Background: an optimization exercise with open tools, aiming at small area, a short achievable clock period and few clock cycles per item. Do not read the settings as production practice.

==> module SNN, before the edit <==
module SNN(
	input            clk,
	input            rst_n,
	input            in_valid,
	input [7:0]      img,
	input [7:0]      ker,
	input [7:0]      weight,
	output reg       out_valid,
	output reg [9:0] out_data
);
integer k;
reg        v0;
reg  [2:0] col, row;
reg        im;
reg  [7:0] win [0:12];           
always @(posedge clk or negedge rst_n) begin
	if (!rst_n) v0 <= 1'b0;
	else        v0 <= in_valid;
end
always @(posedge clk) begin
	win[0] <= img;
	for (k = 1; k < 13; k = k + 1) win[k] <= win[k-1];
end
always @(posedge clk or negedge rst_n) begin
	if (!rst_n) begin
		col <= 3'd0; row <= 3'd0; im <= 1'b0;
	end else if (v0) begin
		if (col == 3'd5) begin
			col <= 3'd0;
			if (row == 3'd5) begin
				row <= 3'd0;
				im  <= ~im;
			end else begin
				row <= row + 3'd1;
			end
		end else begin
			col <= col + 3'd1;
		end
	end
end
reg  [7:0] kr [0:8];
reg  [7:0] wr [0:3];
wire [3:0] w0_idx = row[0] ? {1'b0, col} + 4'd6 : {1'b0, col};
wire       w0_ok  = !im && (row[2:1] == 2'b00);
reg  [8:0] ld_sel;
always @(*) begin
	for (k = 0; k < 9; k = k + 1)
		ld_sel[k] = (k == 0) ? !v0 : (v0 && w0_ok && w0_idx == k - 1);
end
always @(posedge clk) begin
	for (k = 0; k < 9; k = k + 1)
		if (in_valid && ld_sel[k]) kr[k] <= ker;
	for (k = 0; k < 4; k = k + 1)
		if (in_valid && ld_sel[k]) wr[k] <= weight;
end
wire [17:0] a_s, a_c;
wire [18:0] b_s, b_c;
wire [19:0] c_s, c_c;
reg  [17:0] ra_s, ra_c;
reg  [18:0] rb_s, rb_c;
reg  [19:0] rc_s, rc_c;
csa_conv_a u_a(.k0(kr[0]), .x0(win[12]), .k1(kr[1]), .x1(win[11]), .k2(kr[2]), .x2(win[10]),
               .s(a_s), .c(a_c));
csa_conv_b u_b(.k0(kr[3]), .x0(win[7]), .k1(kr[4]), .x1(win[6]), .k2(kr[5]), .x2(win[5]),
               .r0(ra_s), .r1(ra_c), .s(b_s), .c(b_c));
csa_conv_c u_c(.k0(kr[6]), .x0(win[2]), .k1(kr[7]), .x1(win[1]), .k2(kr[8]), .x2(win[0]),
               .r0(rb_s), .r1(rb_c), .s(c_s), .c(c_c));
always @(posedge clk) begin
	ra_s <= a_s; ra_c <= a_c;
	rb_s <= b_s; rb_c <= b_c;
	rc_s <= c_s; rc_c <= c_c;
end
reg       d_v;
reg [1:0] d_i, d_j;
reg       d_im;
always @(posedge clk or negedge rst_n) begin
	if (!rst_n) d_v <= 1'b0;
	else        d_v <= v0 && (row >= 3'd2) && (col >= 3'd2);
end
always @(posedge clk) begin
	d_i  <= row[1:0] - 2'd2;
	d_j  <= col[1:0] - 2'd2;
	d_im <= im;
end
wire [19:0] cs_s     = ~rc_s;
wire [19:0] cs_c     = ~rc_c;
wire [19:0] conv_sum = cs_s + cs_c;
reg  [19:0] pm [0:1];
wire        d_b     = d_j[1];
wire        d_first = !d_i[0] && !d_j[0];
wire        d_last  =  d_i[0] &&  d_j[0];
wire [19:0] pm_cur  = pm[d_b];
wire [20:0] d_cmp   = {1'b0, cs_s} + {1'b0, cs_c} + {1'b0, ~pm_cur};
always @(posedge clk) begin
	if (d_v && (d_first || d_cmp[20])) pm[d_b] <= conv_sum;
end
reg       e_v, e_b, e_a, e_im;
always @(posedge clk or negedge rst_n) begin
	if (!rst_n) e_v <= 1'b0;
	else        e_v <= d_v && d_last;
end
always @(posedge clk) begin
	e_b <= d_b; e_a <= d_i[1]; e_im <= d_im;
end
wire [35:0] e_s, e_c;
csa_div255 u_e(.r0(pm[e_b]), .s(e_s), .c(e_c));
wire [35:0] e_sum = e_s + e_c;
reg  [11:0] q1;
reg         f_v, f_b, f_a, f_im;
always @(posedge clk or negedge rst_n) begin
	if (!rst_n) f_v <= 1'b0;
	else        f_v <= e_v;
end
always @(posedge clk) begin
	q1 <= e_sum[35:24];
	f_b <= e_b; f_a <= e_a; f_im <= e_im;
end
wire [21:0] f_s, f_c;
csa_div9 u_f(.r0(q1), .s(f_s), .c(f_c));
wire [21:0] f_sum = f_s + f_c;
reg  [7:0]  pq;
reg  [4:0]  mo;                  
reg  [3:0]  mt, mn;              
function [12:0] booth;           
	input [7:0] y;
	integer i;
	reg [8:0] z;
	begin
		z = {y, 1'b0};
		for (i = 0; i < 4; i = i + 1) begin
			booth[i]     = z[2*i+1] ^ z[2*i];
			booth[5+i]   = (z[2*i+2] & ~z[2*i+1] & ~z[2*i]) | (~z[2*i+2] & z[2*i+1] & z[2*i]);
			booth[9+i]   = z[2*i+2] & ~(z[2*i+1] & z[2*i]);
		end
		booth[4] = y[7];
	end
endfunction
reg         m0_v, m1_v, m_b, m_a, m_im;
always @(posedge clk or negedge rst_n) begin
	if (!rst_n) begin
		m0_v <= 1'b0; m1_v <= 1'b0;
	end else begin
		m0_v <= f_v;
		m1_v <= m0_v;
	end
end
always @(posedge clk) begin
	if (f_v) begin
		pq  <= f_sum[21:14];
		m_b <= f_b; m_a <= f_a; m_im <= f_im;
		{mn, mt, mo} <= booth(f_b ? wr[2] : wr[0]);
	end else if (m0_v) begin
		{mn, mt, mo} <= booth(m_b ? wr[3] : wr[1]);
	end
end
reg  [16:0] mres, mres_d;
wire [16:0] madd = m_b ? mres_d : 17'd0;
wire [16:0] m_s, m_c;
csa_mac u_m(.x(pq), .one(mo), .two(mt), .neg(mn), .r0(madd), .s(m_s), .c(m_c));
wire [16:0] mac_res = m_s + m_c;
always @(posedge clk) begin
	mres   <= mac_res;
	mres_d <= mres;
end
reg        h_v, h_s;
always @(posedge clk or negedge rst_n) begin
	if (!rst_n) h_v <= 1'b0;
	else        h_v <= (m0_v || m1_v) && m_b;
end
always @(posedge clk) begin
	h_s <= m1_v;
end
wire [15:0] h_y   = mres[16:1];
wire [16:0] h_t   = h_y + {8'd0, h_y[15:8]} + 17'd1;
wire [7:0]  h_e   = h_t[15:8];
reg  [7:0]  e0 [0:3];
wire [1:0]  h_idx = {m_a, h_s};
wire [7:0]  eref  = e0[h_idx];
always @(posedge clk) begin
	if (h_v && !m_im) e0[h_idx] <= h_e;
end
reg  [9:0] dacc;
wire [9:0] dbase = (h_idx == 2'd0) ? 10'd0 : dacc;
wire [9:0] d_up  = dbase + {2'd0, h_e} - {2'd0, eref};
wire [9:0] d_dn  = dbase + {2'd0, eref} - {2'd0, h_e};
wire [9:0] dnew  = (eref > h_e) ? d_dn : d_up;
wire       h_fin = h_v && m_im && (h_idx == 2'd3);
always @(posedge clk) begin
	if (h_v && m_im) dacc <= dnew;
end
always @(posedge clk or negedge rst_n) begin
	if (!rst_n) begin
		out_valid <= 1'b0;
		out_data  <= 10'd0;
	end else begin
		out_valid <= h_fin;
		out_data  <= (h_fin && dnew[9:4] != 6'd0) ? dnew : 10'd0;
	end
end
endmodule
Settings: LEC_CHECK=0, ABC_CLOCK_PERIOD_IN_PS=4000, CAP_MARGIN=20, CORE_MARGIN=2, CORE_UTILIZATION=40, CTS_CLUSTER_DIAMETER=80, CTS_CLUSTER_SIZE=25, SLEW_MARGIN=20, SYNTH_HIERARCHICAL=1, SYNTH_MINIMUM_KEEP_SIZE=0; clock period 16.0 ns.
standard.sh (not shown) runs the stock make flow with config.mk's settings and CLKGATE_MAP_FILE= SYNTH_SCRIPT=/design/flow/synth_recipe.tcl, a recipe that flattens the netlist after the stock synthesis.
==> flow/flow/run.sh <==
#!/bin/bash
# Standard ORFS layout (the standard.sh, unchanged synthesis and
# clock tree), with repair_timing aiming for 11.7 ns of setup margin at
# the design's 16 ns clock, and the port buffers given buf_2 cells.
set -euo pipefail
bash standard.sh SETUP_SLACK_MARGIN=11.7 "BUFFER_PORTS_ARGS=-buffer_cell sky130_fd_sc_hd__buf_2" finish > standard_flow.log 2>&1
Next try:
--- a/flow/design.v
+++ b/flow/design.v
@@ -8,18 +8,21 @@
 	output reg       out_valid,
 	output reg [9:0] out_data
 );
 integer k;
 reg        v0;
+reg  [7:0] ker_r, wt_r;
 reg  [2:0] col, row;
 reg        im;
 reg  [7:0] win [0:12];           
 always @(posedge clk or negedge rst_n) begin
 	if (!rst_n) v0 <= 1'b0;
 	else        v0 <= in_valid;
 end
 always @(posedge clk) begin
+	ker_r  <= ker;
+	wt_r   <= weight;
 	win[0] <= img;
 	for (k = 1; k < 13; k = k + 1) win[k] <= win[k-1];
 end
 always @(posedge clk or negedge rst_n) begin
 	if (!rst_n) begin
@@ -38,22 +41,17 @@
 		end
 	end
 end
 reg  [7:0] kr [0:8];
 reg  [7:0] wr [0:3];
-wire [3:0] w0_idx = row[0] ? {1'b0, col} + 4'd6 : {1'b0, col};
-wire       w0_ok  = !im && (row[2:1] == 2'b00);
-reg  [8:0] ld_sel;
-always @(*) begin
-	for (k = 0; k < 9; k = k + 1)
-		ld_sel[k] = (k == 0) ? !v0 : (v0 && w0_ok && w0_idx == k - 1);
-end
+wire       ld_ok  = v0 && !im && (row[2:1] == 2'b00);
+wire [3:0] ld_idx = row[0] ? {1'b0, col} + 4'd6 : {1'b0, col};
 always @(posedge clk) begin
 	for (k = 0; k < 9; k = k + 1)
-		if (in_valid && ld_sel[k]) kr[k] <= ker;
+		if (ld_ok && ld_idx == k) kr[k] <= ker_r;
 	for (k = 0; k < 4; k = k + 1)
-		if (in_valid && ld_sel[k]) wr[k] <= weight;
+		if (ld_ok && ld_idx == k) wr[k] <= wt_r;
 end
 wire [17:0] a_s, a_c;
 wire [18:0] b_s, b_c;
 wire [19:0] c_s, c_c;
 reg  [17:0] ra_s, ra_c;
@@ -170,33 +168,42 @@
 always @(posedge clk) begin
 	h_s <= m1_v;
 end
 wire [15:0] h_y   = mres[16:1];
 wire [16:0] h_t   = h_y + {8'd0, h_y[15:8]} + 17'd1;
-wire [7:0]  h_e   = h_t[15:8];
+reg  [7:0]  eqv, eref;
 reg  [7:0]  e0 [0:3];
+reg         i_v, i_s;
 wire [1:0]  h_idx = {m_a, h_s};
-wire [7:0]  eref  = e0[h_idx];
+always @(posedge clk or negedge rst_n) begin
+	if (!rst_n) i_v <= 1'b0;
+	else        i_v <= h_v;
+end
+always @(posedge clk) begin
+	eqv  <= h_t[15:8];
+	eref <= e0[h_idx];
+	i_s  <= h_s;
+end
+wire [1:0] i_idx = {m_a, i_s};
 always @(posedge clk) begin
-	if (h_v && !m_im) e0[h_idx] <= h_e;
+	if (i_v && !m_im) e0[i_idx] <= eqv;
 end
 reg  [9:0] dacc;
-wire [9:0] dbase = (h_idx == 2'd0) ? 10'd0 : dacc;
-wire [9:0] d_up  = dbase + {2'd0, h_e} - {2'd0, eref};
-wire [9:0] d_dn  = dbase + {2'd0, eref} - {2'd0, h_e};
-wire [9:0] dnew  = (eref > h_e) ? d_dn : d_up;
-wire       h_fin = h_v && m_im && (h_idx == 2'd3);
+wire [9:0] dbase = (i_idx == 2'd0) ? 10'd0 : dacc;
+wire [9:0] dnew  = (eref > eqv) ? dbase + {2'd0, eref} - {2'd0, eqv}
+                                : dbase + {2'd0, eqv} - {2'd0, eref};
+wire       i_fin = i_v && m_im && (i_idx == 2'd3);
 always @(posedge clk) begin
-	if (h_v && m_im) dacc <= dnew;
+	if (i_v && m_im) dacc <= dnew;
 end
 always @(posedge clk or negedge rst_n) begin
 	if (!rst_n) begin
 		out_valid <= 1'b0;
 		out_data  <= 10'd0;
 	end else begin
-		out_valid <= h_fin;
-		out_data  <= (h_fin && dnew[9:4] != 6'd0) ? dnew : 10'd0;
+		out_valid <= i_fin;
+		out_data  <= (i_fin && dnew[9:4] != 6'd0) ? dnew : 10'd0;
 	end
 end
 endmodule
 module csa_conv_a(
   input [7:0] k0,
=> The changed run produced a clean layout; count of clock-buffer cells in the layout went up by 1; sequential share of layout area came out higher by 2.1 points; wire length fell by a few percent; clock skew barely changes; design area drops slightly.
No run of this note included a check of the RTL's function; only the layout flow was run.

==> separate check: timing with driven ports <==
Ports are ideal in the flow. The routed layouts listed here were re-timed in OpenROAD.
Step 1 (the two cells are an assumption about what drives the block):
set clk [get_ports {clk}]
set_driving_cell -lib_cell sky130_fd_sc_hd__clkbuf_16 $clk
set_driving_cell -lib_cell sky130_fd_sc_hd__buf_2 [delete_from_list [all_inputs] $clk]
Step 2 times the ports against the registers' clock, not the clock port: input delays grow and output delays shrink by t, the midpoint of the rising clock arrivals with the driver on.
Three values: ideal ports, drivers, drivers and shift; two values: the first two.
run | t, ns | setup slack, ns | worst hold slack (ns) | worst data-port slew with drivers (ns) | pins driven straight from the clock port
the first run | 0.651 | 11.285 / 11.285 / 11.073 | 0.332 / 0.332 / 0.332 | 0.15 | 1
the second run | 0.651 | 11.724 / 11.657 / 11.729 | 0.321 / 0.321 / 0.321 | 0.06 | 1
After both steps every run listed still meets setup and hold. The setup slack of the first run, which loses most, moves by 0.000 ns with the drivers and by -0.212 ns with both steps.
